This is an optimization exercise on Yosys and OpenROAD, whose aim is small area, a short achievable clock period and few clock cycles per item, not a production implementation. At most, simulation tests tie the RTL to the original design; equivalence was not proved. Only the layout flow was run in runs 2 to 4; the RTL was not checked for function there.

==> flow/design.v, too long to show whole: its modules and the start of the top module <==
// module mul_tree: 1212 lines
// module fa: 4 lines
// module ha: 4 lines
// module bpp: 5 lines
// module ao22: 3 lines
// module proc: 248 lines
// module addsub32: 24 lines
module proc(
    i_clk    ,
    i_rstn   ,
    i_en     ,
    i_grant_rd  ,
    i_grant_wr  ,
    i_valid  ,
    i_instr ,
    i_data ,
    o_addr  ,
    o_finish ,
    o_req_rd,
    o_req_wr,
    o_ack    ,
    o_data   ,
    o_wr_size ,
    o_busy
);
  // ...
==> flow/flow/run.sh <==
#!/bin/bash
# Own flow: the standard ORFS flow (standard.sh, unchanged synthesis), with
#  - the port buffers made as sky130_fd_sc_hd__buf_1 instead of the default delay buffer,
#  - timing repair (floorplan, CTS, global route) aiming at extra setup slack.
# The make output goes to make.log; ORFS writes each step's log under orfs/logs/.
set -euo pipefail
export BUFFER_PORTS_ARGS="-buffer_cell sky130_fd_sc_hd__buf_1"
export SETUP_SLACK_MARGIN=7.3
bash standard.sh > make.log 2>&1
==> flow/standard.sh <==
#!/bin/bash
# synth_recipe.tcl (not shown) runs the flow's synth.tcl, then flattens the netlist and writes it again
# the make line also repeats each setting of config.mk as NAME=value (left out here)
make -C /OpenROAD-flow-scripts/flow DESIGN_CONFIG=/design/flow/config.mk WORK_HOME=/design/flow/orfs CLKGATE_MAP_FILE= SYNTH_SCRIPT=/design/flow/synth_recipe.tcl "${@:-finish}"
==> flow/config.mk <==
export PLATFORM = sky130hd
export DESIGN_NAME = proc
export DESIGN_NICKNAME = proc
export VERILOG_FILES = /design/flow/design.v
export SDC_FILE = /design/flow/constraint.sdc
export NUM_CORES = 4
export LEC_CHECK = 0
export CAP_MARGIN = 20
export CORE_MARGIN = 2
export CORE_UTILIZATION = 65
export CTS_BUF_LIST = sky130_fd_sc_hd__clkbuf_4 sky130_fd_sc_hd__clkbuf_8
export SLEW_MARGIN = 20
export SYNTH_HIERARCHICAL = 1
==> flow/constraint.sdc <==
create_clock -name core_clock -period 11.0 [get_ports {i_clk}]
set_input_delay 2.2000 -clock core_clock [delete_from_list [all_inputs] [get_ports {i_clk}]]
set_output_delay 2.2000 -clock core_clock [all_outputs]
set_load 0.01 [all_outputs]
==> impl_metrics.csv, run 1 <==
group,metric,value,unit
final_layout,buf_share,7.18,%
timing,min_period_over_period,38.1,%
timing,finalHoldViolations,0,
route,viasPerCell,6.51,
global_route,grt.busiest_layer,"met2",
global_route,grtUsageMet1,56.9,%
outcome,outcome,"complete, no violations",
route,dr_total_vias,35400,
setup_path,crit_family,"compound AO/OA/AOI/OAI gates",
synth,yosys_warnings,8,
route,wl_met2,64.7,mm
final_layout,n_fill_cell,4366,
route,wl,148,mm
flow_run,cap_viol_max_count,0,
cts,cts_buffers,111,
place,place_hpwl,99.4,mm
setup_path,path_max_fanout,6,
final_layout,final_core_util,77.5,%
global_route,globalRouteTotalUtil,40.5,%
die,ios,320,
die,tap_cells,873,
global_route,grt_pass1_wl,210,mm
cts,clock_sinks,680,
final_layout,drive_gt1_share,18.7,%
setup_path,crit_chain,"buf_1 > xor2_1 > ha_1 > a21oi_2 > a21oi_1 > a311oi_2 > o21a_4 > inv_4 > a311oi_4 > buf_4 > o21ai_2 > xnor2_1 > a21oi_1 > nand2_1",
final_layout,final_area,52000,um^2
timing,hold_slack,389,ps
place,preCtsSetupSlack,5880,ps
route,firstDrtPassIters,8,
route,drcViolationCount,0,
synth,synth_area,44100,um^2
final_layout,num-nonclk-inverters,217,
cts,clkTransAtPathRegs,60,ps
timing,slew_viol_final,0,
Testbench counts, summed over its fixed seeds: cycles 21,430, items 15,905.
==> module proc, before the edit <==
module proc(
    i_clk    ,
    i_rstn   ,
    i_en     ,
    i_grant_rd  ,
    i_grant_wr  ,
    i_valid  ,
    i_instr ,
    i_data ,
    o_addr  ,
    o_finish ,
    o_req_rd,
    o_req_wr,
    o_ack    ,
    o_data   ,
    o_wr_size ,
    o_busy
);
    input  [25:0] i_instr;
    input i_clk  ;
    input i_rstn ;
    input i_en   ;
    input i_grant_rd ;
    input i_grant_wr ;
    input i_valid ;
    output o_finish;
    output o_req_rd;
    output o_req_wr;
    output o_busy;
    output o_ack ;
    output [23:0] o_addr ;
    output [2:0] o_wr_size;
    input  [127:0] i_data  ;
    output [127:0] o_data;
    localparam INSTR_LD    = 2'd0;
    localparam INSTR_INFO  = 2'd1;
    localparam INSTR_STORE = 2'd2;
    wire [1:0]  opc     = i_instr[25:24];
    wire [23:0] payload = i_instr[23:0];
    reg busy_r, fin_r, ack_r;
    reg s_ld1, s_ld2, s_info, s_store;    
    reg run;                              
    reg rq_rd, rq_wr;                     
    reg rb;                               
    reg hold_a;                           
    reg rdperm;                           
    reg rd_done;                          
    reg [1:0] inflight;                   
    reg rfull;                            
    reg seq_act;                          
    reg [1:0] seq_lane;                   
    reg s0_v, s1_v;                       
    reg [1:0] s0_lane, s1_lane;
    reg [23:0] addr_a, addr_b, addr_w;
    reg [23:0] oaddr;                     
    reg [2:0]  wsz;                       
    reg [19:0] rcnt;                      
    reg        rfrac;                     
    reg [2:0]  wsz_last;                  
    reg [1:0]  op;
    reg [127:0] areg, rreg;
    reg [127:32] breg;                    
    reg [31:0]  s0_a;                     
    reg [15:0]  s0_one, s0_two, s0_neg;   
    reg [31:0]  s1_r0, s1_r1, s1_r2;      
    reg         s1_r3;                    
    wire is_mul = (op == 2'd2);
    wire is_sub = op[0];
    wire acc_ld1   = s_ld1   & i_valid & (opc == INSTR_LD);
    wire acc_ld2   = s_ld2   & i_valid & (opc == INSTR_LD);
    wire acc_info  = s_info  & i_valid & (opc == INSTR_INFO);
    wire acc_store = s_store & i_valid & (opc == INSTR_STORE);
    wire rd_g = rq_rd & i_grant_rd;
    wire wr_g = rq_wr & i_grant_wr;
    wire commit  = s1_v & ~(s1_lane == 2'd0 & rfull & ~wr_g);
    wire replay  = s1_v & ~commit;
    wire commit0 = commit & (s1_lane == 2'd0);
    wire commit3 = commit & (s1_lane == 2'd3);
    wire confirm    = is_mul ? commit0 : rb;           
    wire complete   = (rb & ~is_mul) | commit3;        
    wire rfull_nx   = (rfull & ~wr_g) | complete;
    wire rdperm_nx  = (rdperm & ~rd_g) | (is_mul ? (commit0 | replay) : wr_g);
    wire rz = (rcnt == 20'd0);
    wire r1 = (rcnt == 20'd1);
    wire rlast = rfrac ? rz : (rz | r1);               
    wire rd_done_nx = rd_done | (confirm & rlast);
    wire [1:0] inflight_nx = inflight + {1'b0, confirm} - {1'b0, wr_g};
    wire wlast = rd_done & (inflight == 2'd1);         
    wire fin_now = wr_g & wlast;
    wire wr_nx = ~fin_now & rfull_nx & ~rd_g;
    wire rd_nx = ~fin_now & ~wr_nx & ~rd_done_nx & rdperm_nx & ~rd_g;
    wire hold_a_nx = rd_g | (hold_a & ~((rb & ~is_mul) | (seq_act & seq_lane == 2'd2) | replay));
    always @(posedge i_clk or negedge i_rstn) begin
        if (!i_rstn) begin
            busy_r <= 1'b0; fin_r <= 1'b0; ack_r <= 1'b0;
            s_ld1 <= 1'b0; s_ld2 <= 1'b0; s_info <= 1'b0; s_store <= 1'b0;
            run <= 1'b0; rq_rd <= 1'b0; rq_wr <= 1'b0; rb <= 1'b0; hold_a <= 1'b0;
            rdperm <= 1'b0; rd_done <= 1'b0; inflight <= 2'd0; rfull <= 1'b0;
            seq_act <= 1'b0; seq_lane <= 2'd0;
            s0_v <= 1'b0; s0_lane <= 2'd0; s1_v <= 1'b0; s1_lane <= 2'd0;
        end else begin
            ack_r <= acc_ld1 | acc_ld2 | acc_info | acc_store;
            if (!busy_r && i_en) begin
                busy_r <= 1'b1;
                s_ld1  <= 1'b1;
            end
            if (acc_ld1)  begin s_ld1  <= 1'b0; s_ld2   <= 1'b1; end
            if (acc_ld2)  begin s_ld2  <= 1'b0; s_info  <= 1'b1; end
            if (acc_info) begin s_info <= 1'b0; s_store <= 1'b1; end
            if (acc_store) begin
                s_store  <= 1'b0;
                run      <= 1'b1;
                rq_rd    <= 1'b1;
                rdperm   <= 1'b1;
                rd_done  <= 1'b0;
                inflight <= 2'd0;
                rfull    <= 1'b0;
                hold_a   <= 1'b0;
            end
            if (run) begin
                rq_rd    <= rd_nx;
                rq_wr    <= wr_nx;
                rb       <= rd_g;
                hold_a   <= hold_a_nx;
                rdperm   <= rdperm_nx;
                rd_done  <= rd_done_nx;
                rfull    <= rfull_nx;
                inflight <= inflight_nx;
                if (fin_now) begin
                    run   <= 1'b0;
                    fin_r <= 1'b1;
                end
            end
            if (fin_r & i_valid) begin
                fin_r  <= 1'b0;
                busy_r <= 1'b0;
            end
            s1_v    <= s0_v & ~replay;
            s1_lane <= s0_lane;
            if (replay) begin
                s0_v <= 1'b0;
                seq_act <= 1'b0;
            end else if (rb & is_mul) begin
                s0_v <= 1'b1; s0_lane <= 2'd0;
                seq_act <= 1'b1; seq_lane <= 2'd1;
            end else if (seq_act) begin
                s0_v <= 1'b1; s0_lane <= seq_lane;
                seq_lane <= seq_lane + 2'd1;
                if (seq_lane == 2'd3) seq_act <= 1'b0;
            end else begin
                s0_v <= 1'b0;
            end
        end
    end
    reg [31:0] ld_a, ld_b;
    always @(*) begin
        case (rb ? 2'd0 : seq_lane)
            2'd0: ld_a = areg[31:0];
            2'd1: ld_a = areg[63:32];
            2'd2: ld_a = areg[95:64];
            default: ld_a = areg[127:96];
        endcase
        case (seq_lane)
            2'd2: ld_b = breg[95:64];
            2'd3: ld_b = breg[127:96];
            default: ld_b = breg[63:32];
        endcase
        if (rb) ld_b = i_data[31:0];
    end
    wire [32:0] bx = {ld_b, 1'b0};
    reg [15:0] enc_one, enc_two, enc_neg;
    integer ej;
    always @(*) begin
        for (ej = 0; ej < 16; ej = ej + 1) begin
            enc_one[ej] = bx[2*ej+1] ^ bx[2*ej];
            enc_two[ej] = (bx[2*ej+2] & ~bx[2*ej+1] & ~bx[2*ej]) | (~bx[2*ej+2] & bx[2*ej+1] & bx[2*ej]);
            enc_neg[ej] = bx[2*ej+2];
        end
    end
    wire [31:0] t_r0, t_r1, t_r2, t_r3;
    mul_tree u_mul (.a(s0_a), .one(s0_one), .two(s0_two), .neg(s0_neg), .r0(t_r0), .r1(t_r1), .r2(t_r2),
                    .r3(t_r3));
    wire [31:0] prod = s1_r0 + s1_r1 + s1_r2 + {s1_r3, 31'd0};
    wire [127:0] addsub;
    genvar gi;
    generate
        for (gi = 0; gi < 4; gi = gi + 1) begin : g_as
            addsub32 u_as (.a(areg[32*gi +: 32]), .b(i_data[32*gi +: 32]), .sub(is_sub),
                           .y(addsub[32*gi +: 32]));
        end
    endgenerate
    wire [23:0] addr_a_nx = confirm ? addr_a + 24'd128 : addr_a;
    wire [23:0] addr_w_nx = wr_g ? addr_w + 24'd128 : addr_w;
    wire [23:0] oaddr_nx  = rd_g ? addr_b : (wr_nx ? addr_w_nx : addr_a_nx);
    wire [2:0]  wsz_nx    = (rd_done_nx & inflight_nx == 2'd1) ? wsz_last : 3'd4;
    always @(posedge i_clk) begin
        if (s_ld1) begin
            addr_a <= payload;
            oaddr  <= payload;
        end
        if (s_ld2)   addr_b <= payload;
        if (s_info) begin
            rcnt     <= payload[23:4];
            rfrac    <= |payload[3:2];
            wsz_last <= (payload[3:2] != 2'd0) ? {1'b0, payload[3:2]}
                                               : ((payload[23:4] == 20'd0) ? 3'd0 : 3'd4);
            op       <= payload[1:0];
        end
        if (s_store) addr_w <= payload;
        if (run) begin
            addr_a <= addr_a_nx;
            addr_w <= addr_w_nx;
            oaddr  <= oaddr_nx;
            wsz    <= wsz_nx;
            if (confirm) begin
                addr_b <= addr_b + 24'd128;
                rcnt   <= rcnt - 20'd1;
            end
        end
        if (!hold_a) areg <= i_data;
        if (rb)      breg <= i_data[127:32];
        s0_a   <= ld_a;
        s0_one <= enc_one;
        s0_two <= enc_two;
        s0_neg <= enc_neg;
        s1_r0 <= t_r0;
        s1_r1 <= t_r1;
        s1_r2 <= t_r2;
        s1_r3 <= t_r3[31];
        if (rb & ~is_mul) rreg <= addsub;
        else if (commit) begin
            case (s1_lane)
                2'd0: rreg[31:0]   <= prod;
                2'd1: rreg[63:32]  <= prod;
                2'd2: rreg[95:64]  <= prod;
                default: rreg[127:96] <= prod;
            endcase
        end
    end
    assign o_busy    = busy_r;
    assign o_finish  = fin_r;
    assign o_ack     = ack_r;
    assign o_req_rd  = rq_rd;
    assign o_req_wr  = rq_wr;
    assign o_data    = rreg;
    assign o_addr    = oaddr;
    assign o_wr_size = wsz;
endmodule
==> module addsub32, before the edit <==
module addsub32(input [31:0] a, input [31:0] b, input sub, output [31:0] y);
    wire [31:0] bx = b ^ {32{sub}};
    wire [31:0] p0 = a ^ bx;
    wire [31:0] g [0:5];
    wire [31:0] p [0:5];
    assign g[0] = {a[30:0] & bx[30:0], sub};
    assign p[0] = {p0[30:0], 1'b0};
    genvar l, q;
    generate
        for (l = 0; l < 5; l = l + 1) begin : g_lvl
            for (q = 0; q < 32; q = q + 1) begin : g_pos
                if ((q >> l) & 1) begin : g_join
                    localparam integer J = ((q >> l) << l) - 1;
                    assign g[l+1][q] = g[l][q] | (p[l][q] & g[l][J]);
                    assign p[l+1][q] = p[l][q] & p[l][J];
                end else begin : g_pass
                    assign g[l+1][q] = g[l][q];
                    assign p[l+1][q] = p[l][q];
                end
            end
        end
    endgenerate
    assign y = p0 ^ g[5];
endmodule
==> inputs of run 2 (changes only) <==
--- a/flow/design.v
+++ b/flow/design.v
@@ -1,9 +1,9 @@
-module mul_tree(input [31:0] a, input [15:0] one, input [15:0] two, input [15:0] neg, output [31:0] r0, r1, r2, r3);
+module mul_tree(input [31:0] a, input [15:0] one, input [15:0] two, input [15:0] neg, output [31:0] r0, r1, r2, r3, r4, r5);
 wire p1;
 wire p2;
 wire p3;
 wire p4;
 wire p5;
 wire p6;
 wire p7;
 wire p8;
@@ -670,17 +670,16 @@
 wire x669;
 wire x670;
 wire x671;
 wire x672;
 wire x673;
 wire x674;
 wire x675;
 wire x676;
-wire x677;
 wire one0 = one[0];
 wire two0 = two[0];
 wire neg0 = neg[0];
 bpp u_p1(.a1(a[0]), .a0(1'b0), .one(one0), .two(two0), .neg(neg0), .p(p1));
 bpp u_p2(.a1(a[1]), .a0(a[0]), .one(one0), .two(two0), .neg(neg0), .p(p2));
 bpp u_p3(.a1(a[2]), .a0(a[1]), .one(one0), .two(two0), .neg(neg0), .p(p3));
 bpp u_p4(.a1(a[3]), .a0(a[2]), .one(one0), .two(two0), .neg(neg0), .p(p4));
 bpp u_p5(.a1(a[4]), .a0(a[3]), .one(one0), .two(two0), .neg(neg0), .p(p5));
@@ -1199,21 +1198,22 @@
 assign x669 = p272 ^ p32 ^ p62;
 assign x670 = p90 ^ c638 ^ c640;
 assign x671 = c642 ^ c644 ^ c646;
 assign x672 = x665 ^ x666 ^ x667;
 assign x673 = x668 ^ x669 ^ c648;
 assign x674 = c650 ^ x670 ^ x671;
 assign x675 = x672 ^ c652 ^ c654;
 assign x676 = x673 ^ x674 ^ c656;
-assign x677 = x675 ^ c658 ^ x676;
-assign r0 = {c660, c636, c608, c584, s581, s557, s533, s511, s489, s469, s449, c414, c400, s397, s381, s367, c344, c330, c322, s319, c304, c294, c290, s285, c278, c276, p64, p5, p34, neg1, p2, neg0};
-assign r1 = {x677, s661, s633, s609, c560, c536, c514, c492, c472, c452, c434, s431, s415, c384, c370, c356, s353, s341, s331, c312, s309, s301, s295, s287, s281, s279, c274, p63, p4, p3, 1'b0, p1};
-assign r2 = {c662, s663, s635, s607, s583, s559, s535, s513, s491, s471, s451, s433, s413, s399, s383, s369, s355, s343, s329, s321, s311, s303, s293, s289, s283, s277, s275, s273, 1'b0, p33, 1'b0, 1'b0};
-assign r3 = {c664, 1'b0, 1'b0, 1'b0, 1'b0, 1'b0, 1'b0, 1'b0, 1'b0, 1'b0, 1'b0, 1'b0, 1'b0, 1'b0, 1'b0, 1'b0, 1'b0, 1'b0, 1'b0, 1'b0, 1'b0, 1'b0, 1'b0, 1'b0, 1'b0, 1'b0, 1'b0, 1'b0, 1'b0, 1'b0, 1'b0, 1'b0};
+assign r0 = {x675, c636, c608, c584, s581, s557, s533, s511, s489, s469, s449, c414, c400, s397, s381, s367, c344, c330, c322, s319, c304, c294, c290, s285, c278, c276, p64, p5, p34, neg1, p2, neg0};
+assign r1 = {c658, s661, s633, s609, c560, c536, c514, c492, c472, c452, c434, s431, s415, c384, c370, c356, s353, s341, s331, c312, s309, s301, s295, s287, s281, s279, c274, p63, p4, p3, 1'b0, p1};
+assign r2 = {x676, s663, s635, s607, s583, s559, s535, s513, s491, s471, s451, s433, s413, s399, s383, s369, s355, s343, s329, s321, s311, s303, s293, s289, s283, s277, s275, s273, 1'b0, p33, 1'b0, 1'b0};
+assign r3 = {c660, 1'b0, 1'b0, 1'b0, 1'b0, 1'b0, 1'b0, 1'b0, 1'b0, 1'b0, 1'b0, 1'b0, 1'b0, 1'b0, 1'b0, 1'b0, 1'b0, 1'b0, 1'b0, 1'b0, 1'b0, 1'b0, 1'b0, 1'b0, 1'b0, 1'b0, 1'b0, 1'b0, 1'b0, 1'b0, 1'b0, 1'b0};
+assign r4 = {c662, 1'b0, 1'b0, 1'b0, 1'b0, 1'b0, 1'b0, 1'b0, 1'b0, 1'b0, 1'b0, 1'b0, 1'b0, 1'b0, 1'b0, 1'b0, 1'b0, 1'b0, 1'b0, 1'b0, 1'b0, 1'b0, 1'b0, 1'b0, 1'b0, 1'b0, 1'b0, 1'b0, 1'b0, 1'b0, 1'b0, 1'b0};
+assign r5 = {c664, 1'b0, 1'b0, 1'b0, 1'b0, 1'b0, 1'b0, 1'b0, 1'b0, 1'b0, 1'b0, 1'b0, 1'b0, 1'b0, 1'b0, 1'b0, 1'b0, 1'b0, 1'b0, 1'b0, 1'b0, 1'b0, 1'b0, 1'b0, 1'b0, 1'b0, 1'b0, 1'b0, 1'b0, 1'b0, 1'b0, 1'b0};
 endmodule
 module fa(input a, input b, input c, output s, output co);
   assign s = a ^ b ^ c;
   assign co = (a & b) | (a & c) | (b & c);
 endmodule
 module ha(input a, input b, output s, output co);
   assign s = a ^ b;
   assign co = a & b;
@@ -1286,17 +1286,17 @@
     reg        rfrac;                     
     reg [2:0]  wsz_last;                  
     reg [1:0]  op;
     reg [127:0] areg, rreg;
     reg [127:32] breg;                    
     reg [31:0]  s0_a;                     
     reg [15:0]  s0_one, s0_two, s0_neg;   
     reg [31:0]  s1_r0, s1_r1, s1_r2;      
-    reg         s1_r3;                    
+    reg [2:0]   s1_r3;                    
     wire is_mul = (op == 2'd2);
     wire is_sub = op[0];
     wire acc_ld1   = s_ld1   & i_valid & (opc == INSTR_LD);
     wire acc_ld2   = s_ld2   & i_valid & (opc == INSTR_LD);
     wire acc_info  = s_info  & i_valid & (opc == INSTR_INFO);
     wire acc_store = s_store & i_valid & (opc == INSTR_STORE);
     wire rd_g = rq_rd & i_grant_rd;
     wire wr_g = rq_wr & i_grant_wr;
@@ -1400,20 +1400,20 @@
     integer ej;
     always @(*) begin
         for (ej = 0; ej < 16; ej = ej + 1) begin
             enc_one[ej] = bx[2*ej+1] ^ bx[2*ej];
             enc_two[ej] = (bx[2*ej+2] & ~bx[2*ej+1] & ~bx[2*ej]) | (~bx[2*ej+2] & bx[2*ej+1] & bx[2*ej]);
             enc_neg[ej] = bx[2*ej+2];
         end
     end
-    wire [31:0] t_r0, t_r1, t_r2, t_r3;
+    wire [31:0] t_r0, t_r1, t_r2, t_r3, t_r4, t_r5;
     mul_tree u_mul (.a(s0_a), .one(s0_one), .two(s0_two), .neg(s0_neg), .r0(t_r0), .r1(t_r1), .r2(t_r2),
-                    .r3(t_r3));
-    wire [31:0] prod = s1_r0 + s1_r1 + s1_r2 + {s1_r3, 31'd0};
+                    .r3(t_r3), .r4(t_r4), .r5(t_r5));
+    wire [31:0] prod = s1_r0 + s1_r1 + s1_r2 + {^s1_r3, 31'd0};
     wire [127:0] addsub;
     genvar gi;
     generate
         for (gi = 0; gi < 4; gi = gi + 1) begin : g_as
             addsub32 u_as (.a(areg[32*gi +: 32]), .b(i_data[32*gi +: 32]), .sub(is_sub),
                            .y(addsub[32*gi +: 32]));
         end
     endgenerate
@@ -1449,17 +1449,17 @@
         if (rb)      breg <= i_data[127:32];
         s0_a   <= ld_a;
         s0_one <= enc_one;
         s0_two <= enc_two;
         s0_neg <= enc_neg;
         s1_r0 <= t_r0;
         s1_r1 <= t_r1;
         s1_r2 <= t_r2;
-        s1_r3 <= t_r3[31];
+        s1_r3 <= {t_r5[31], t_r4[31], t_r3[31]};
         if (rb & ~is_mul) rreg <= addsub;
         else if (commit) begin
             case (s1_lane)
                 2'd0: rreg[31:0]   <= prod;
                 2'd1: rreg[63:32]  <= prod;
                 2'd2: rreg[95:64]  <= prod;
                 default: rreg[127:96] <= prod;
             endcase
@@ -1470,31 +1470,32 @@
     assign o_ack     = ack_r;
     assign o_req_rd  = rq_rd;
     assign o_req_wr  = rq_wr;
     assign o_data    = rreg;
     assign o_addr    = oaddr;
     assign o_wr_size = wsz;
 endmodule
 module addsub32(input [31:0] a, input [31:0] b, input sub, output [31:0] y);
-    wire [31:0] bx = b ^ {32{sub}};
-    wire [31:0] p0 = a ^ bx;
+    wire [31:0] ap = a ^ {32{sub}};
+    wire [31:0] p0 = ap ^ b;
+    wire [31:0] q0 = p0 ^ {32{sub}};       
     wire [31:0] g [0:5];
     wire [31:0] p [0:5];
-    assign g[0] = {a[30:0] & bx[30:0], sub};
-    assign p[0] = {p0[30:0], 1'b0};
+    assign g[0] = ap & b;
+    assign p[0] = p0;
     genvar l, q;
     generate
         for (l = 0; l < 5; l = l + 1) begin : g_lvl
             for (q = 0; q < 32; q = q + 1) begin : g_pos
                 if ((q >> l) & 1) begin : g_join
                     localparam integer J = ((q >> l) << l) - 1;
                     assign g[l+1][q] = g[l][q] | (p[l][q] & g[l][J]);
                     assign p[l+1][q] = p[l][q] & p[l][J];
                 end else begin : g_pass
                     assign g[l+1][q] = g[l][q];
                     assign p[l+1][q] = p[l][q];
                 end
             end
         end
     endgenerate
-    assign y = p0 ^ g[5];
+    assign y = q0 ^ {g[5][30:0], 1'b0};
 endmodule
==> flow/config.mk (replaced) <==
export PLATFORM = sky130hd
export DESIGN_NAME = proc
export DESIGN_NICKNAME = proc
export VERILOG_FILES = /design/flow/design.v
export SDC_FILE = /design/flow/constraint.sdc
export NUM_CORES = 4
export LEC_CHECK = 0
export CAP_MARGIN = 20
export CORE_MARGIN = 2
export CORE_UTILIZATION = 55
export CTS_BUF_LIST = sky130_fd_sc_hd__clkbuf_4 sky130_fd_sc_hd__clkbuf_8
export SLEW_MARGIN = 20
export SYNTH_HIERARCHICAL = 1
==> impl_metrics.csv, run 2 <==
group,metric,value,unit
setup_path,cp_slowest_cell,"ha_1",
setup_path,worst_ep_required_time,11510,ps
final_layout,final_core_util,64.9,%
timing,worst_slew_pin_slew,1020,ps
timing,slew_viol_final,0,
die,initial_utilization,55.4,%
flow_run,cap_viol_max_count,0,
timing,setup_violations,0,
setup_path,max_stage_delay,360,ps
die,die_x,291,um
final_layout,area_growth_syn_to_layout,17.1,%
final_layout,layout_commonest_cell,"xor2_1",
global_route,grt_pass1_vias,33400,
setup_path,crit_family,"compound AO/OA/AOI/OAI gates",
final_layout,drive_gt1_share,16.5,%
setup_path,worst_r2r_endpoint,"rreg[121]$_DFFE_PP_",
place,port-buffer-count,319,
place,place_hpwl,104,mm
route,wire_per_inst,26.6,um
cts,cts_buffer_depth,3,
timing,tns,0,ps
global_route,grt_overflow_total,0,
global_route,grt_max_degree,81,
timing,skew,39.2,ps
timing,finalHoldViolations,0,
final_layout,top_regs,"areg x128, rreg x128, breg x96",
outcome,outcome,"complete, no violations",
setup_path,path_max_fanout,5,
route,dr_total_vias,34900,
global_route,globalRouteTotalUtil,34.9,%
place,gp_congestion,0.941,
timing,layout_min_cycle_time,3830,ps
die,num_rows,105,
setup_path,arrival,4340,ps
global_route,grt_pass1_wl,219,mm
route,viasPerCell,6.10,
timing,min_period_over_period,34.8,%
setup_path,startpoint,"i_data[20]",
global_route,antenna_found_initial,29,
synth,netlist_instances,4144,
final_layout,stdcell_count,5721,
setup_path,reg2reg_slack,7250,ps
cts,cts_buffers,119,
hold_path,holdCritPathClass,"flop to flop",
setup_path,crit_type,"primary input to flop",
cts,worstSkewPairLatency,800,ps
route,ant_nets,0,
cts,ctsRootBufferMaster,"clkbuf_8",
timing,rsz0062_at_grt,"yes",
setup_path,rr_worst_depth,15,
timing,fmax,261,MHz
setup_path,worst_setup_path_end_kind,"flop",
timing,slew_headroom,31.7,%
route,drt_iter0_drc,3276,
setup_path,crit_chain,"buf_1 > ha_1 > and3_1 > a221oi_1 > o21ai_1 > a21oi_2 > buf_4 > o21ai_4 > a211oi_1 > nor3_1 > nor2_1 > o21ai_0",
synth,synth_area,45300,um^2
route,drcViolationCount,0,
die,dieHeight,291,um
die,dieArea,84600,um^2
die,ios,320,
cts,clock_sinks,682,
setup_path,critPathLaunchType,"primary input",
place,dp.cells,5401,
setup_path,cp.depth,12,
synth,yosys_warnings,8,
route,wl,152,mm
final_layout,final_nets,5114,
final_layout,n_fill_cell,6711,
cts,cts_tree,"built",
final_layout,layout_common_cells,"xor2_1 (498), edfxtp_1 (440), nand2_1 (288), a22o_1 (273), buf_1 (262)",
setup_path,endpoint,"rreg[31]$_DFFE_PP_",
cts,h-tree-depth,3,
die,core,81700,um^2
cts,hold_buffers,0,
cts,clkTransAtPathRegs,60,ps
setup_path,cp_num_buf_inv,2,
setup_path,reg2reg_from,"op[0]$_DFFE_PP_",
synth,syn_avg_cell_area,10.9,um^2
route,firstDrtPassIters,6,
==> run 2: cell count changes in the layout (fill, tap and decap cells not counted), moves of 15 or more <==
cell	change
buf_6	-30
buf_4	-51
ha_1	-50
xor2_2	-15
xnor2_1	+99
inv_1	-21
a21oi_1	+22
o21ai_0	+18
ha_4	+43
nor2_1	+15
xor2_1	+61
==> run 2: worst min path at each step <==
stage	endpoint	slack (ps)	cells after the start	start
after floorplan	s1_lane[0]$_DFF_PN0_	350	0	s0_lane[0]$_DFFE_PN0P_
after global placement	s1_lane[1]$_DFF_PN0_	360	0	s0_lane[1]$_DFFE_PN0P_
after detailed placement	s1_lane[1]$_DFF_PN0_	370	0	s0_lane[1]$_DFFE_PN0P_
after CTS	s1_lane[1]$_DFF_PN0_	390	0	s0_lane[1]$_DFFE_PN0P_
after global routing	s1_lane[1]$_DFF_PN0_	400	0	s0_lane[1]$_DFFE_PN0P_
final	s1_lane[1]$_DFF_PN0_	390	0	s0_lane[1]$_DFFE_PN0P_
==> run 2: cell type report <==
cell class / count / area (um^2) / share of cell area [%]
Sequential cell: 682 / 18200 / 34.4
Clock buffer: 171 / 2150 / 4.05
Antenna cell: 15 / 37.5 / 0.0708
Clock inverter: 53 / 495 / 0.935
Multi-Input combinational cell: 3066 / 27000 / 51.0
Inverter: 187 / 714 / 1.35
Timing Repair Buffer: 477 / 3000 / 5.65
Tap cell: 1070 / 1340 / 2.53
==> run 2: per-layer routing <==
layer  vias up  wire, um  part of all wire, %  global-route usage [%]
met1     17000     65600                   43                    50.7
met4        28      6030                  4.0                    14.3
li1      15600         -                    -                       -
met2      1826     62800                   41                    48.2
met3       386     17500                   11                    10.6
met5         -       163                 0.11                       0
==> run 2: what timing repair did <==
item / CTS / global route
pin swaps: 62 / 87
gates resized for setup: 138 / 278
buffers inserted: 43 / 32
endpoints found under the setup margin: 135 / 114
gates cloned: 3 / 3
==> run 2: metrics by stage <==
stage	hold slack (ps)	worst slack (ps)	instance area, um^2
after floorplan	354	6600	45900
after global placement	365	6100	47800
after detailed placement	366	6000	47800
after CTS	388	7220	51400
after global routing	403	7050	53000
final	385	7170	53000
==> inputs of run 3 (changes only) <==
--- a/flow/design.v
+++ b/flow/design.v
@@ -1272,3 +1272,2 @@
     reg rb;                               
-    reg hold_a;                           
     reg rdperm;                           
@@ -1288,3 +1287,3 @@
     reg [1:0]  op;
-    reg [127:0] areg, rreg;
+    reg [127:0] areg, rreg;               
     reg [127:32] breg;                    
@@ -1319,3 +1318,3 @@
     wire rd_nx = ~fin_now & ~wr_nx & ~rd_done_nx & rdperm_nx & ~rd_g;
-    wire hold_a_nx = rd_g | (hold_a & ~((rb & ~is_mul) | (seq_act & seq_lane == 2'd2) | replay));
+    wire shift_a = (rb & is_mul) | (seq_act & (seq_lane != 2'd3));
     always @(posedge i_clk or negedge i_rstn) begin
@@ -1324,3 +1323,3 @@
             s_ld1 <= 1'b0; s_ld2 <= 1'b0; s_info <= 1'b0; s_store <= 1'b0;
-            run <= 1'b0; rq_rd <= 1'b0; rq_wr <= 1'b0; rb <= 1'b0; hold_a <= 1'b0;
+            run <= 1'b0; rq_rd <= 1'b0; rq_wr <= 1'b0; rb <= 1'b0;
             rdperm <= 1'b0; rd_done <= 1'b0; inflight <= 2'd0; rfull <= 1'b0;
@@ -1345,3 +1344,2 @@
                 rfull    <= 1'b0;
-                hold_a   <= 1'b0;
             end
@@ -1351,3 +1349,2 @@
                 rb       <= rd_g;
-                hold_a   <= hold_a_nx;
                 rdperm   <= rdperm_nx;
@@ -1382,17 +1379,4 @@
     end
-    reg [31:0] ld_a, ld_b;
-    always @(*) begin
-        case (rb ? 2'd0 : seq_lane)
-            2'd0: ld_a = areg[31:0];
-            2'd1: ld_a = areg[63:32];
-            2'd2: ld_a = areg[95:64];
-            default: ld_a = areg[127:96];
-        endcase
-        case (seq_lane)
-            2'd2: ld_b = breg[95:64];
-            2'd3: ld_b = breg[127:96];
-            default: ld_b = breg[63:32];
-        endcase
-        if (rb) ld_b = i_data[31:0];
-    end
+    wire [31:0] ld_a = areg[31:0];
+    wire [31:0] ld_b = rb ? i_data[31:0] : breg[63:32];
     wire [32:0] bx = {ld_b, 1'b0};
@@ -1447,4 +1431,6 @@
         end
-        if (!hold_a) areg <= i_data;
-        if (rb)      breg <= i_data[127:32];
+        areg[127:96] <= i_data[127:96];
+        areg[95:0]   <= shift_a ? areg[127:32] : i_data[95:0];
+        breg[127:96] <= i_data[127:96];
+        breg[95:32]  <= rb ? i_data[95:32] : breg[127:64];
         s0_a   <= ld_a;
==> impl_metrics.csv, run 3 <==
group,metric,value,unit
outcome,outcome,"complete, no violations",
die,num_rows,102,
timing,min_period_over_period,35.8,%
place,place_hpwl,96.1,mm
global_route,globalRouteTotalUtil,34.3,%
timing,fmax,254,MHz
global_route,grt_max_degree,108,
hold_path,holdCritPathClass,"flop to flop",
setup_path,path_max_fanout,3,
global_route,grt_pass1_wl,203,mm
final_layout,layout_commonest_cell,"xor2_1",
timing,slew_viol_final,0,
place,preCtsSetupSlack,6110,ps
cts,cts_buffer_depth,3,
place,gp_congestion,0.928,
place,port-buffer-count,319,
route,dr_total_vias,32700,
final_layout,final_nets,5005,
timing,tns,0,ps
cts,worstSkewPairLatency,760,ps
setup_path,worst_ep_required_time,11510,ps
synth,netlist_instances,4021,
route,drcViolationCount,0,
cts,h-tree-depth,3,
final_layout,top_register,"rreg",
final_layout,regArea,15300,um^2
cts,ctsRootBufferMaster,"clkbuf_8",
route,wl,140,mm
setup_path,cp_slowest_cell,"a2111oi_4",
final_layout,drive_gt1_share,19.5,%
timing,finalHoldViolations,0,
timing,layout_min_cycle_time,3940,ps
route,ant_nets,0,
final_layout,layout_common_cells,"xor2_1 (498), dfxtp_1 (387), buf_1 (283), a22o_1 (273), xnor2_1 (218)",
die,dieArea,80000,um^2
cts,clock_sinks,649,
cts,cts_tree,"built",
cts,hold_buffers,0,
die,core,77200,um^2
timing,worst_slew_pin_slew,971,ps
timing,slew_headroom,35.3,%
setup_path,max_stage_delay,440,ps
final_layout,largest_reg_flops,128,
timing,skew,56.9,ps
route,firstDrtPassIters,5,
final_layout,n_fill_cell,6296,
timing,rsz0062_at_grt,"yes",
global_route,grt_overflow_total,0,
global_route,grt_pass1_vias,31700,
route,wire_per_inst,25.0,um
synth,syn_avg_cell_area,10.6,um^2
synth,synth_area,42800,um^2
timing,setup_violations,0,
cts,cts_buffers,111,
setup_path,worst_setup_path_end_kind,"flop",
final_layout,multi_input_area,27500,um^2
die,dieHeight,283,um
global_route,antenna_found_initial,36,
final_layout,top_regs,"rreg x128, areg x97, breg x95",
route,viasPerCell,5.87,
setup_path,crit_chain,"buf_8 > ha_4 > a21oi_4 > o21ai_4 > a31o_4 > a2111oi_4 > buf_4 > buf_6 > buf_6 > o21ai_4 > a31oi_1 > xnor2_1 > o21a_1",
die,ios,320,
setup_path,crit_type,"primary input to flop",
timing,setup_slack,7060,ps
die,initial_utilization,55.4,%
flow_run,cap_viol_max_count,0,
route,drt_iter0_drc,2822,
setup_path,critPathLaunchType,"primary input",
die,die_x,283,um
synth,yosys_warnings,8,
cts,clkTransAtPathRegs,60,ps
setup_path,arrival,4450,ps
final_layout,area_growth_syn_to_layout,18.2,%
[run 3: area by class of cell]
| type | instances | share of cell area, % |
|---|---|---|
| clock buffer | 178 | 4.30 |
| sequential | 649 | 30.3 |
| antenna | 14 | 0.0693 |
| timing repair buffer | 487 | 6.06 |
| clock inverter | 33 | 0.790 |
| inverter | 203 | 1.52 |
| multi-input combinational | 2973 | 54.4 |
| tap | 1040 | 2.58 |
[run 3: metal layers]
metal | vias to the layer above | track usage (%) | wire, um
met3 | 390 | 9.67 | 13200
met2 | 1470 | 49.2 | 58600
met5 | - | 0 | 276
met1 | 15800 | 48.7 | 62000
met4 | 44 | 13.2 | 5420
li1 | 15000 | - | -
[run 3: worst max-delay path: cells and delay by family]
family | cells | cell delay, ps
AOI/OAI and AO/OA | 7 | 1430
xor gates and xnor gates | 1 | 100
buffers and inverters | 4 | 490
adders and majority gates | 1 | 230
[run 3: timing repair]
item	4_1_cts	5_1_grt
resized for setup	162	220
pin swaps	78	89
buffers inserted	70	23
gates cloned	3	1
setup endpoints to repair	278	132
[run 3: path summary, 6_finish.rpt]
check | start | endpoint | slack [ps] | depth (start not counted)
hold reg to reg | areg[6]$_DFF_P_ | s0_a[6]$_DFF_P_ | 350 | 0
setup / recovery | i_data[67] | rreg[86]$_DFFE_PP_ | 7060 | 13
setup reg to reg | op[0]$_DFFE_PP_ | rreg[86]$_DFFE_PP_ | 7190 | 15
max in group asynchronous | i_rstn | rb$_DFFE_PN0P_ | 9270 | 2
hold / removal | areg[6]$_DFF_P_ | s0_a[6]$_DFF_P_ | 350 | 0
min in group asynchronous | i_rstn | busy_r$_DFFE_PN0P_ | 1440 | 2
[run 3: through the flow]
| step | utilization, % | hold slack (ps) | cell area, um^2 | std cells |
|---|---|---|---|---|
| 2_1_floorplan | - | 342 | 43400 | 4040 |
| 4_1_cts | 63.7 | 355 | 49200 | 5537 |
| 3_3_place_gp | 58.7 | 344 | 45400 | 5253 |
| 5_1_grt | 65.4 | 357 | 50500 | 5573 |
| 3_5_place_dp | 58.7 | 349 | 45400 | 5253 |
| 6_report | 65.4 | 348 | 50500 | 5577 |
==> inputs of run 4 (changes only) <==
--- a/flow/design.v
+++ b/flow/design.v
@@ -1463,9 +1463,8 @@
 module addsub32(input [31:0] a, input [31:0] b, input sub, output [31:0] y);
-    wire [31:0] ap = a ^ {32{sub}};
-    wire [31:0] p0 = ap ^ b;
-    wire [31:0] q0 = p0 ^ {32{sub}};       
+    wire [31:0] bx = b ^ {32{sub}};
+    wire [31:0] p0 = a ^ bx;
     wire [31:0] g [0:5];
     wire [31:0] p [0:5];
-    assign g[0] = ap & b;
-    assign p[0] = p0;
+    assign g[0] = {a[30:0] & bx[30:0], sub};
+    assign p[0] = {p0[30:0], 1'b0};
     genvar l, q;
@@ -1485,3 +1484,3 @@
     endgenerate
-    assign y = q0 ^ {g[5][30:0], 1'b0};
+    assign y = p0 ^ g[5];
 endmodule
==> impl_metrics.csv, run 4 <==
group,metric,value,unit
final_layout,final_core_util,65.1,%
setup_path,crit_chain,"buf_8 > xor2_1 > ha_1 > a21o_1 > a32o_2 > a21oi_4 > o21a_4 > buf_12 > clkinv_8 > buf_6 > a41oi_4 > inv_2 > a21o_1 > xor2_1 > nand2_1 > nand3_1",
die,core,75700,um^2
cts,cts_tree,"built",
timing,fmax,238,MHz
place,port-buffer-count,319,
die,initial_utilization,55.3,%
cts,clock_sinks,649,
cts,clkTransAtPathRegs,60,ps
timing,setup_violations,0,
cts,h-tree-depth,3,
cts,hold_buffers,0,
setup_path,cp_num_buf_inv,5,
synth,syn_avg_cell_area,10.8,um^2
final_layout,largest_reg_flops,128,
final_layout,top_register,"rreg",
setup_path,reg2reg_from,"op[0]$_DFFE_PP_",
timing,slew_viol_final,0,
setup_path,crit_type,"primary input to flop",
die,dieHeight,280,um
global_route,grt_overflow_total,0,
setup_path,cp_slowest_cell,"ha_1",
setup_path,rr_worst_depth,15,
route,ant_nets,0,
setup_path,endpoint,"rreg[86]$_DFFE_PP_",
setup_path,crit_family,"compound AO/OA/AOI/OAI gates",
timing,rsz0062_at_grt,"yes",
route,viasPerCell,5.97,
cts,cts_buffer_depth,3,
timing,skew,49.1,ps
setup_path,arrival,4670,ps
synth,yosys_warnings,8,
setup_path,startpoint,"i_data[66]",
timing,finalHoldViolations,0,
route,drt_iter0_drc,2566,
setup_path,cp.depth,16,
flow_run,cap_viol_max_count,0,
setup_path,critPathLaunchType,"primary input",
setup_path,worst_setup_path_end_kind,"flop",
final_layout,layout_commonest_cell,"xor2_1",
global_route,antenna_found_initial,17,
global_route,grt_max_degree,82,
die,num_rows,101,
final_layout,layout_common_cells,"xor2_1 (431), dfxtp_1 (379), buf_1 (280), a22o_1 (272), edfxtp_1 (216)",
setup_path,reg2reg_slack,7010,ps
global_route,grt_pass1_wl,201,mm
die,ios,320,
timing,layout_min_cycle_time,4200,ps
cts,ctsRootBufferMaster,"clkbuf_8",
final_layout,stdcell_count,5430,
final_layout,final_nets,4939,
timing,worst_slew_pin_slew,1090,ps
route,dr_total_vias,32400,
die,die_x,280,um
setup_path,worst_ep_required_time,11470,ps
global_route,globalRouteTotalUtil,34.3,%
setup_path,worst_r2r_endpoint,"rreg[31]$_DFFE_PP_",
outcome,outcome,"complete, no violations",
global_route,grt_pass1_vias,32200,
final_layout,area_growth_syn_to_layout,17.8,%
synth,netlist_instances,3891,
place,place_hpwl,95.3,mm
final_layout,n_fill_cell,6209,
synth,synth_area,41900,um^2
setup_path,path_max_fanout,4,
die,dieArea,78300,um^2
route,drcViolationCount,0,
cts,cts_buffers,112,
place,dp.cells,5071,
timing,slew_headroom,27.4,%
route,firstDrtPassIters,6,
cts,worstSkewPairLatency,770,ps
final_layout,top_regs,"rreg x128, areg x97, breg x95",
place,gp_congestion,0.938,
setup_path,max_stage_delay,330,ps
hold_path,holdCritPathClass,"flop to flop",
route,wire_per_inst,25.3,um
timing,tns,0,ps
timing,hold_slack,343,ps
timing,min_period_over_period,38.2,%
final_layout,drive_gt1_share,20.5,%
route,wl,137,mm
[run 4: worst register-to-register path, cell delays in order (launching register included)]
cell and delay (ps):
edfxtp_1 470, buf_12 370, buf_6 510, xor2_1 200, ha_1 300, a21oi_2 250
o21bai_4 80, a311oi_2 340, o21a_4 240, inv_4 60, a311oi_4 350, buf_4 190
o21ai_2 60, xnor2_1 140, o21ai_1 130, nor2_1 50
[run 4: worst min path at each step]
stage	from	to	cells past startpoint
after detailed placement	areg[6]$_DFF_P_	s0_a[6]$_DFF_P_	0
after global placement	areg[19]$_DFF_P_	s0_a[19]$_DFF_P_	0
after CTS	areg[14]$_DFF_P_	s0_a[14]$_DFF_P_	0
after global routing	areg[14]$_DFF_P_	s0_a[14]$_DFF_P_	0
after floorplan	areg[20]$_DFF_P_	s0_a[20]$_DFF_P_	0
final	areg[14]$_DFF_P_	s0_a[14]$_DFF_P_	0
[run 4: through the flow]
stage	area [um^2]	worst slack (ps)
final	49300	6800
after global routing	49300	6760
after CTS	47800	6810
after detailed placement	43900	5870
after global placement	43900	5900
after floorplan	42100	6510
[run 4: repair_timing]
item,CTS,global route
setup endpoints to repair,127,130
pin swaps,107,160
setup buffers,74,66
endpoints found under the hold margin,0,0
resized for setup,194,262
[run 4: routing by layer]
metal  part of all wire (%)  vias to the layer above  global-route usage (%)
met1                     42                    16200                    45.4
met3                    7.3                      296                    7.28
met2                     47                     1230                    55.5
met5                  0.067                        -                       0
met4                    3.7                       14                    12.5
li1                       -                    14700                       -
[run 4: layout make-up]
type                    instances  area (um^2)  area share [%]
diodes                          9         22.5          0.0457
clock buffers                 180         2230            4.52
clock inverters                30          300           0.609
inverters                     226          876            1.78
multi-input cells            2838        26000            52.8
flip-flops and latches        649        15300            31.1
well taps                     978         1220            2.48
repair buffers                520         3310            6.71
==> inputs of run 5 (changes only) <==
--- a/flow/design.v
+++ b/flow/design.v
@@ -1287,3 +1287,4 @@
     reg [1:0]  op;
-    reg [127:0] areg, rreg;               
+    reg [127:0] areg;                     
+    reg [127:0] rreg;                     
     reg [127:32] breg;                    
@@ -1403,2 +1404,13 @@
     endgenerate
+    wire       ld_add = rb & ~is_mul;
+    wire [3:0] ld_mul = {4{commit}} & {s1_lane == 2'd3, s1_lane == 2'd2, s1_lane == 2'd1, s1_lane == 2'd0};
+    wire [3:0] keep   = ~(ld_mul | {4{ld_add}});
+    wire [127:0] rreg_nx;
+    generate
+        for (gi = 0; gi < 4; gi = gi + 1) begin : g_r
+            assign rreg_nx[32*gi +: 32] = ({32{keep[gi]}} & rreg[32*gi +: 32])
+                                        | ({32{ld_add}} & addsub[32*gi +: 32])
+                                        | ({32{ld_mul[gi]}} & prod);
+        end
+    endgenerate
     wire [23:0] addr_a_nx = confirm ? addr_a + 24'd128 : addr_a;
@@ -1407,10 +1419,17 @@
     wire [2:0]  wsz_nx    = (rd_done_nx & inflight_nx == 2'd1) ? wsz_last : 3'd4;
+    wire        hold_a = ~s_ld1 & ~confirm;
+    wire        hold_b = ~s_ld2 & ~confirm;
+    wire        hold_w = ~s_store & ~wr_g;
+    wire        hold_c = ~s_info & ~confirm;
+    wire [23:0] addr_a_d = ({24{s_ld1}} & payload) | ({24{confirm}} & (addr_a + 24'd128)) | ({24{hold_a}} & addr_a);
+    wire [23:0] addr_b_d = ({24{s_ld2}} & payload) | ({24{confirm}} & (addr_b + 24'd128)) | ({24{hold_b}} & addr_b);
+    wire [23:0] addr_w_d = ({24{s_store}} & payload) | ({24{wr_g}} & (addr_w + 24'd128)) | ({24{hold_w}} & addr_w);
+    wire [19:0] rcnt_d   = ({20{s_info}} & payload[23:4]) | ({20{confirm}} & (rcnt - 20'd1)) | ({20{hold_c}} & rcnt);
     always @(posedge i_clk) begin
-        if (s_ld1) begin
-            addr_a <= payload;
-            oaddr  <= payload;
-        end
-        if (s_ld2)   addr_b <= payload;
+        addr_a <= addr_a_d;
+        addr_b <= addr_b_d;
+        addr_w <= addr_w_d;
+        rcnt   <= rcnt_d;
+        oaddr  <= run ? oaddr_nx : addr_a;
         if (s_info) begin
-            rcnt     <= payload[23:4];
             rfrac    <= |payload[3:2];
@@ -1420,13 +1439,3 @@
         end
-        if (s_store) addr_w <= payload;
-        if (run) begin
-            addr_a <= addr_a_nx;
-            addr_w <= addr_w_nx;
-            oaddr  <= oaddr_nx;
-            wsz    <= wsz_nx;
-            if (confirm) begin
-                addr_b <= addr_b + 24'd128;
-                rcnt   <= rcnt - 20'd1;
-            end
-        end
+        if (run) wsz <= wsz_nx;
         areg[127:96] <= i_data[127:96];
@@ -1443,11 +1452,3 @@
         s1_r3 <= {t_r5[31], t_r4[31], t_r3[31]};
-        if (rb & ~is_mul) rreg <= addsub;
-        else if (commit) begin
-            case (s1_lane)
-                2'd0: rreg[31:0]   <= prod;
-                2'd1: rreg[63:32]  <= prod;
-                2'd2: rreg[95:64]  <= prod;
-                default: rreg[127:96] <= prod;
-            endcase
-        end
+        rreg <= rreg_nx;
     end
@@ -1463,8 +1464,9 @@
 module addsub32(input [31:0] a, input [31:0] b, input sub, output [31:0] y);
-    wire [31:0] bx = b ^ {32{sub}};
-    wire [31:0] p0 = a ^ bx;
+    wire [31:0] ap = a ^ {32{sub}};
+    wire [31:0] p0 = ap ^ b;
+    wire [31:0] q0 = p0 ^ {32{sub}};       
     wire [31:0] g [0:5];
     wire [31:0] p [0:5];
-    assign g[0] = {a[30:0] & bx[30:0], sub};
-    assign p[0] = {p0[30:0], 1'b0};
+    assign g[0] = ap & b;
+    assign p[0] = p0;
     genvar l, q;
@@ -1484,3 +1486,3 @@
     endgenerate
-    assign y = p0 ^ g[5];
+    assign y = q0 ^ {g[5][30:0], 1'b0};
 endmodule
--- a/flow/config.mk
+++ b/flow/config.mk
@@ -9,3 +9,3 @@
 export CORE_MARGIN = 2
-export CORE_UTILIZATION = 55
+export CORE_UTILIZATION = 65
 export CTS_BUF_LIST = sky130_fd_sc_hd__clkbuf_4 sky130_fd_sc_hd__clkbuf_8
==> impl_metrics.csv, run 5 <==
group,metric,value,unit
cts,hold_buffers,0,
timing,skew,46.6,ps
final_layout,top_register,"rreg",
final_layout,final_nets,5132,
synth,yosys_warnings,8,
global_route,globalRouteTotalUtil,39.8,%
timing,finalHoldViolations,0,
timing,setup_slack,7220,ps
die,die_x,258,um
global_route,grt_max_degree,71,
setup_path,worst_setup_path_end_kind,"flop",
final_layout,layout_commonest_cell,"dfxtp_1",
final_layout,drive_gt1_share,18.6,%
synth,synth_area,41900,um^2
synth,netlist_instances,4217,
cts,cts_buffer_depth,3,
setup_path,path_max_fanout,7,
route,ant_nets,0,
cts,h-tree-depth,3,
outcome,outcome,"complete, no violations",
timing,layout_min_cycle_time,3780,ps
die,ios,320,
route,dr_total_vias,35000,
setup_path,reg2reg_from,"op[0]$_DFFE_PP_",
setup_path,arrival,4380,ps
hold_path,hold_path_end,"s0_a[16]$_DFF_P_",
setup_path,crit_type,"primary input to flop",
final_layout,n_fill_cell,4548,
timing,min_period_over_period,34.4,%
hold_path,holdCritPathClass,"flop to flop",
setup_path,reg2reg_slack,7290,ps
timing,fmax,265,MHz
global_route,grt_pass1_vias,33700,
timing,setup_violations,0,
die,initial_utilization,65.3,%
die,num_rows,93,
route,viasPerCell,6.37,
place,port-buffer-count,319,
global_route,antenna_found_initial,18,
die,core,64100,um^2
hold_path,min_from,"areg[16]$_DFF_P_",
timing,worst_slew_pin_slew,1010,ps
route,wl,140,mm
die,dieArea,66500,um^2
route,drt_iter0_drc,3705,
timing,rsz0062_at_grt,"yes",
setup_path,worst_r2r_endpoint,"oaddr[2]$_DFF_P_",
cts,cts_buffers,109,
flow_run,cap_viol_max_count,0,
die,dieHeight,258,um
final_layout,layout_common_cells,"dfxtp_1 (579), xor2_1 (481), a22o_1 (294), buf_1 (269), nand2_1 (239)",
timing,slew_headroom,32.7,%
cts,clkTransAtPathRegs,70,ps
final_layout,largest_reg_flops,128,
hold_path,whs_path_depth,0,
cts,cts_tree,"built",
route,firstDrtPassIters,8,
setup_path,worst_ep_required_time,11600,ps
global_route,grt_overflow_total,0,
cts,ctsRootBufferMaster,"clkbuf_8",
place,gp_congestion,0.971,
timing,tns,0,ps
synth,syn_avg_cell_area,9.93,um^2
cts,worstSkewPairLatency,750,ps
setup_path,rr_worst_depth,10,
cts,clock_sinks,649,
global_route,grt_pass1_wl,203,mm
route,drcViolationCount,0,
place,place_hpwl,94.6,mm
place,post_dp_cell_area,44500,um^2
final_layout,final_core_util,76.6,%
final_layout,area_growth_syn_to_layout,17.2,%
final_layout,final_area,49100,um^2
setup_path,critPathLaunchType,"primary input",
timing,slew_viol_final,0,
route,wire_per_inst,25.4,um
place,preCtsSetupSlack,5960,ps
final_layout,top_regs,"rreg x128, areg x97, breg x95",
==> run 5: area by class of cell <==
| class | instances | area, um^2 | share of cell area [%] |
|---|---|---|---|
| clock inverter | 35 | 429 | 0.874 |
| inverter | 200 | 752 | 1.53 |
| tap | 855 | 1070 | 2.18 |
| sequential | 649 | 13300 | 27.1 |
| antenna | 13 | 32.5 | 0.0663 |
| clock buffer | 159 | 2040 | 4.16 |
| multi-input combinational | 3138 | 28700 | 58.4 |
| timing repair buffer | 452 | 2800 | 5.71 |
==> run 5: per-layer routing <==
layer	up-vias	track usage, %	routed length [um]	share of wire, %
met1	16900	52.1	54700	39
met3	424	9.07	14400	10
met5	-	0	110	0.079
met4	16	17.5	6780	4.9
met2	2031	63.3	63700	46
li1	15600	-	-	-
==> run 5: critical path, stage by stage <==
cell and delay, ps:
buf_4 130, ha_4 270, nand4_1 220, nor2_4 210, nand4_1 160, nand3_4 170
a221oi_4 90, buf_6 160, or3_1 300, and4_1 180, a22oi_1 190, o21ai_1 90
==> run 5: metrics by stage <==
step,instances,hold slack [ps]
2_1_floorplan,4236,342
3_3_place_gp,5223,347
3_5_place_dp,5223,350
4_1_cts,5450,351
5_1_grt,5495,360
6_report,5501,344
==> run 5: what timing repair did <==
item / 4_1_cts / 5_1_grt
cloned: 1 / 6
setup buffers: 32 / 31
pin swaps: 49 / 89
gates resized for setup: 119 / 209
setup endpoints to repair: 230 / 165
==> run 5: worst max path at each step <==
stage                    start                   end  slack (ps)  cells past startpoint
2_1_floorplan       i_grant_wr  wsz[2]$_SDFFCE_PN1P_        6800                     12
3_3_place_gp   op[0]$_DFFE_PP_      rreg[89]$_DFF_P_        6070                     13
3_5_place_dp   op[0]$_DFFE_PP_      rreg[89]$_DFF_P_        5960                     13
4_1_cts             i_data[81]      rreg[89]$_DFF_P_        7240                     12
5_1_grt            i_data[112]     rreg[127]$_DFF_P_        7110                     12
6_report            i_data[74]      rreg[95]$_DFF_P_        7220                     12
Testbench counts of run 5, summed over its fixed seeds: cycles 21,430, items 15,905.
==> inputs of run 6 (changes only) <==
--- a/flow/config.mk
+++ b/flow/config.mk
@@ -9,3 +9,3 @@
 export CORE_MARGIN = 2
-export CORE_UTILIZATION = 65
+export CORE_UTILIZATION = 55
 export CTS_BUF_LIST = sky130_fd_sc_hd__clkbuf_4 sky130_fd_sc_hd__clkbuf_8
==> impl_metrics.csv, run 6 <==
group,metric,value,unit
die,num_rows,101,
die,die_x,280,um
global_route,grt_pass1_vias,33500,
final_layout,drive_gt1_share,19.3,%
timing,setup_violations,0,
die,ios,320,
cts,ctsRootBufferMaster,"clkbuf_8",
timing,fmax,262,MHz
global_route,globalRouteTotalUtil,35.4,%
timing,layout_min_cycle_time,3810,ps
place,port-buffer-count,319,
synth,netlist_instances,4217,
global_route,grt_pass1_wl,211,mm
hold_path,whs_path_depth,0,
timing,slew_viol_final,0,
timing,worst_slew_pin_slew,992,ps
final_layout,top_register,"rreg",
timing,tns,0,ps
final_layout,final_nets,5134,
setup_path,worst_setup_path_end_kind,"flop",
final_layout,area_growth_syn_to_layout,18.2,%
cts,h-tree-depth,3,
cts,cts_tree,"built",
die,dieArea,78400,um^2
route,firstDrtPassIters,6,
hold_path,holdCritPathClass,"flop to flop",
die,initial_utilization,55.3,%
final_layout,n_fill_cell,6259,
flow_run,cap_viol_max_count,0,
place,place_hpwl,97.9,mm
cts,clock_sinks,649,
route,drt_iter0_drc,2770,
global_route,antenna_found_initial,14,
setup_path,rr_worst_depth,14,
setup_path,critPathLaunchType,"primary input",
cts,worstSkewPairLatency,760,ps
route,drcViolationCount,0,
setup_path,crit_type,"primary input to flop",
setup_path,arrival,4410,ps
die,core,75700,um^2
timing,min_period_over_period,34.6,%
cts,cts_buffer_depth,3,
timing,slew_headroom,33.8,%
final_layout,top_regs,"rreg x128, areg x97, breg x95",
route,ant_nets,0,
timing,finalHoldViolations,0,
global_route,grt_overflow_total,0,
place,gp_congestion,0.928,
setup_path,worst_ep_required_time,11600,ps
synth,synth_area,41900,um^2
outcome,outcome,"complete, no violations",
global_route,grt_max_degree,73,
timing,skew,56.9,ps
final_layout,layout_common_cells,"dfxtp_1 (579), xor2_1 (480), a22o_1 (294), buf_1 (268), nand2_1 (238)",
final_layout,layout_commonest_cell,"dfxtp_1",
setup_path,path_max_fanout,7,
route,viasPerCell,6.11,
cts,cts_buffers,113,
timing,rsz0062_at_grt,"yes",
synth,yosys_warnings,8,
cts,clkTransAtPathRegs,60,ps
route,wire_per_inst,25.6,um
die,dieHeight,280,um
timing,hold_slack,356,ps
synth,syn_avg_cell_area,9.93,um^2
route,dr_total_vias,34400,
final_layout,largest_reg_flops,128,
route,wl,144,mm
[run 6: final timing paths]
check,start,end,slack (ps)
max reg2reg,op[0]$_DFFE_PP_,rreg[57]$_DFF_P_,7360
min reg2reg,areg[6]$_DFF_P_,s0_a[6]$_DFF_P_,360
max in group asynchronous,i_rstn,rb$_DFFE_PN0P_,9300
min,areg[6]$_DFF_P_,s0_a[6]$_DFF_P_,360
max,i_data[39],rreg[57]$_DFF_P_,7190
min in group asynchronous,i_rstn,fin_r$_DFFE_PN0P_,1420
[run 6: metrics by stage]
stage | util (%) | instances | worst slack (ps) | area, um^2
2_1_floorplan | - | 4236 | 6800 | 43100
3_3_place_gp | 59.1 | 5346 | 6060 | 44700
3_5_place_dp | 59.1 | 5346 | 6010 | 44700
4_1_cts | 63.6 | 5582 | 7250 | 48100
5_1_grt | 65.4 | 5624 | 7150 | 49500
6_report | 65.4 | 5625 | 7190 | 49500
[run 6: layer usage]
layer | track usage (%) | up-vias | share of wire, %
li1 | - | 15600 | -
met1 | 46.5 | 17000 | 42
met2 | 56.8 | 1378 | 46
met3 | 7.49 | 313 | 7.4
met4 | 14.0 | 20 | 4.0
met5 | 0 | - | 0.075
[run 6: area by class of cell]
class	instances	area [um^2]	share of cell area, %
Multi-Input combinational cell	3138	28900	58.3
Sequential cell	649	13300	26.8
Timing Repair Buffer	449	2860	5.77
Clock buffer	172	2200	4.44
Tap cell	978	1220	2.47
Inverter	200	756	1.53
Clock inverter	34	338	0.682
Antenna cell	4	10.0	0.0202
Timing Repair inverter	1	7.51	0.0152
[run 6: critical path, stage by stage]
cell,delay (ps)
buf_2,130
ha_4,270
a21oi_4,170
o21ai_4,90
a22oi_2,230
nand3_4,180
a221oi_4,480
and2_4,250
xnor2_2,70
a221oi_2,230
o21ai_1,90
[run 6: repair_timing]
item | 4_1_cts | 5_1_grt
setup buffers | 23 | 37
hold buffers | 0 | 0
pin swaps | 51 | 111
endpoints found under the setup margin | 226 | 93
resized for setup | 127 | 243
cloned | 7 | 2
==> inputs of run 7 (changes only) <==
--- a/flow/flow/run.sh
+++ b/flow/flow/run.sh
@@ -3,3 +3,4 @@
 #  - the port buffers made as sky130_fd_sc_hd__buf_1 instead of the default delay buffer,
-#  - timing repair (floorplan, CTS, global route) aiming at extra setup slack.
+#  - timing repair (floorplan, CTS, global route) aiming at extra setup slack,
+#  - clock tree synthesis without dummy loads.
 # The make output goes to make.log; ORFS writes each step's log under orfs/logs/.
@@ -8,2 +9,3 @@
 export SETUP_SLACK_MARGIN=7.3
+export CTS_ARGS="-sink_clustering_enable -repair_clock_nets -sink_clustering_size 12 -sink_clustering_max_diameter 60 -buf_list {sky130_fd_sc_hd__clkbuf_8 sky130_fd_sc_hd__clkbuf_16} -dont_use_dummy_load"
 bash standard.sh > make.log 2>&1
--- a/flow/config.mk
+++ b/flow/config.mk
@@ -10,3 +10,2 @@
 export CORE_UTILIZATION = 55
-export CTS_BUF_LIST = sky130_fd_sc_hd__clkbuf_4 sky130_fd_sc_hd__clkbuf_8
 export SLEW_MARGIN = 20
==> impl_metrics.csv, run 7 <==
group,metric,value,unit
cts,h-tree-depth,3,
timing,slew_viol_final,0,
setup_path,cp_slowest_cell,"a2111oi_2",
timing,worst_slew_pin_slew,1000,ps
setup_path,crit_type,"primary input to flop",
setup_path,path_max_fanout,3,
timing,finalHoldViolations,0,
place,port-buffer-count,319,
timing,setup_violations,0,
timing,min_period_over_period,35.7,%
route,drcViolationCount,0,
cts,hold_buffers,0,
route,dr_total_vias,34400,
global_route,grt_pass1_vias,33300,
cts,ctsRootBufferMaster,"clkbuf_16",
global_route,grt_max_degree,73,
synth,netlist_instances,4217,
route,wire_per_inst,25.9,um
global_route,grt_pass1_wl,210,mm
cts,cts_buffers,72,
timing,layout_min_cycle_time,3920,ps
final_layout,n_fill_cell,6221,
setup_path,cp_num_buf_inv,4,
timing,skew,93.2,ps
die,ios,320,
setup_path,arrival,4370,ps
place,gp_congestion,0.928,
die,initial_utilization,55.3,%
route,drt_iter0_drc,3015,
timing,slew_headroom,33.0,%
final_layout,regArea,13300,um^2
hold_path,holdCritPathClass,"flop to flop",
setup_path,worst_setup_path_end_kind,"flop",
final_layout,final_nets,5177,
timing,tns,0,ps
cts,worstSkewPairLatency,630,ps
final_layout,drive_gt1_share,19.0,%
timing,hold_slack,347,ps
setup_path,max_stage_delay,320,ps
synth,synth_area,41900,um^2
setup_path,critPathLaunchType,"primary input",
cts,cts_tree,"built",
die,num_rows,101,
setup_path,crit_family,"compound AO/OA/AOI/OAI gates",
route,ant_nets,0,
die,dieArea,78400,um^2
setup_path,worst_ep_required_time,11450,ps
setup_path,cpMostUsedCell,"buf_6",
synth,yosys_warnings,8,
die,dieHeight,280,um
final_layout,top_regs,"rreg x128, areg x97, breg x95",
global_route,grt_overflow_total,0,
place,place_hpwl,97.9,mm
die,core,75700,um^2
timing,rsz0062_at_grt,"yes",
final_layout,layout_common_cells,"dfxtp_1 (577), xor2_1 (480), a22o_1 (294), buf_1 (262), nand2_1 (238)",
final_layout,top_register,"rreg",
cts,clkTransAtPathRegs,60,ps
flow_run,cap_viol_max_count,0,
global_route,antenna_found_initial,13,
route,wl,145,mm
final_layout,layout_commonest_cell,"dfxtp_1",
outcome,outcome,"complete, no violations",
timing,fmax,255,MHz
final_layout,largest_reg_flops,128,
final_layout,area_growth_syn_to_layout,18.9,%
cts,clock_sinks,649,
setup_path,crit_chain,"buf_8 > ha_4 > buf_4 > and3_1 > a31oi_4 > nand3_4 > buf_6 > buf_6 > a21o_1 > a2111oi_2 > nor3_1 > a22oi_1 > o21ai_1",
final_layout,multi_input_area,29000,um^2
die,die_x,280,um
global_route,globalRouteTotalUtil,35.3,%
route,firstDrtPassIters,6,
synth,syn_avg_cell_area,9.93,um^2
route,viasPerCell,6.16,
cts,cts_buffer_depth,3,
-- run 7: final timing paths --
path                                  start                      to  slack (ps)  cells past startpoint
setup / recovery                 i_data[77]        rreg[83]$_DFF_P_        7080                     13
hold / removal             areg[17]$_DFF_P_        s0_a[17]$_DFF_P_         350                      0
setup reg to reg            op[0]$_DFFE_PP_        rreg[83]$_DFF_P_        7250                     16
hold reg to reg            areg[17]$_DFF_P_        s0_a[17]$_DFF_P_         350                      0
max in group asynchronous            i_rstn          rb$_DFFE_PN0P_        9160                      2
min in group asynchronous            i_rstn  s0_lane[1]$_DFFE_PN0P_        1550                      2
-- run 7: layout make-up --
type,instances,area share (%)
Tap cell,978,2.46
Inverter,200,1.52
Sequential cell,649,26.7
Antenna cell,7,0.0352
Timing Repair inverter,1,0.0100
Clock buffer,72,3.62
Multi-Input combinational cell,3138,58.3
Timing Repair Buffer,533,7.41
-- run 7: routing by layer --
metal / vias up / track usage [%] / wire, um
li1: 15700 / - / -
met1: 16900 / 46.2 / 60300
met2: 1425 / 56.9 / 67000
met3: 346 / 7.42 / 11000
met4: 12 / 14.2 / 6240
met5: - / 0 / 73
-- run 7: worst reg2reg max path, cell delays in order, from the launching register on --
cell and delay [ps]:
edfxtp_1 450, clkbuf_16 280, buf_16 270, buf_16 260, xor2_1 310, ha_4 260, a21oi_4 160, o21ai_2 110
a22oi_2 230, nand3_4 160, buf_6 160, buf_6 100, a21o_1 190, a2111oi_2 320, nor3_1 100, a22oi_1 160
o21ai_1 100
-- run 7: metrics by stage --
stage | instances | instance area (um^2) | utilization [%] | worst slack [ps]
after floorplan | 4236 | 43100 | - | 6800
after global placement | 5346 | 44700 | 59.1 | 6060
after detailed placement | 5346 | 44700 | 59.1 | 6010
after CTS | 5485 | 48000 | 63.4 | 7090
after global routing | 5576 | 49800 | 65.8 | 7010
final | 5578 | 49800 | 65.8 | 7080
-- run 7: repair_timing --
item                                    CTS  global route
pin swaps                               114           158
buffers inserted                         62            80
endpoints found under the setup margin  234           111
resized for setup                       207           245
gates cloned                              5             6

## port drivers added, routing unchanged
In the flow no input, the clock included, has a driving cell. The finished layouts below were timed again as built, in two steps.
Step 1, drivers: a clkbuf_16 drives i_clk and a buf_2 each remaining input, both assumed.
Step 2, shift: input delay + t, output delay - t, t = (earliest + latest rising clock arrival at the registers) / 2. This alone moves slack from input paths to output paths.
a / b / c = no drivers / after step 1 / after step 2; a / b = the first two.
run | shift t [ns] | slack for setup (ns) | worst setup path at the end | worst register clock-pin slew, ns | pins driven straight from the clock port
run 1 | 0.802 | 6.812 / 6.785 / 5.983 | input to register | 0.08 / 0.08 | 1
run 2 | 0.843 | 7.168 / 7.126 / 6.283 | input to register | 0.07 / 0.07 | 1
run 3 | 0.805 | 7.065 / 7.077 / 6.271 | input to register | 0.07 / 0.07 | 1
run 4 | 0.814 | 6.803 / 6.829 / 6.015 | input to register | 0.07 / 0.07 | 1
run 5 | 0.789 | 7.220 / 7.223 / 6.434 | input to register | 0.07 / 0.07 | 1
run 6 | 0.801 | 7.190 / 7.203 / 6.402 | input to register | 0.07 / 0.07 | 1
run 7 | 0.661 | 7.078 / 7.104 / 6.442 | input to register | 0.06 / 0.06 | 1
After both steps setup and hold are still met in every run listed. The setup slack of run 2, which loses most, moves by -0.042 ns with the drivers and by -0.885 ns with both steps.
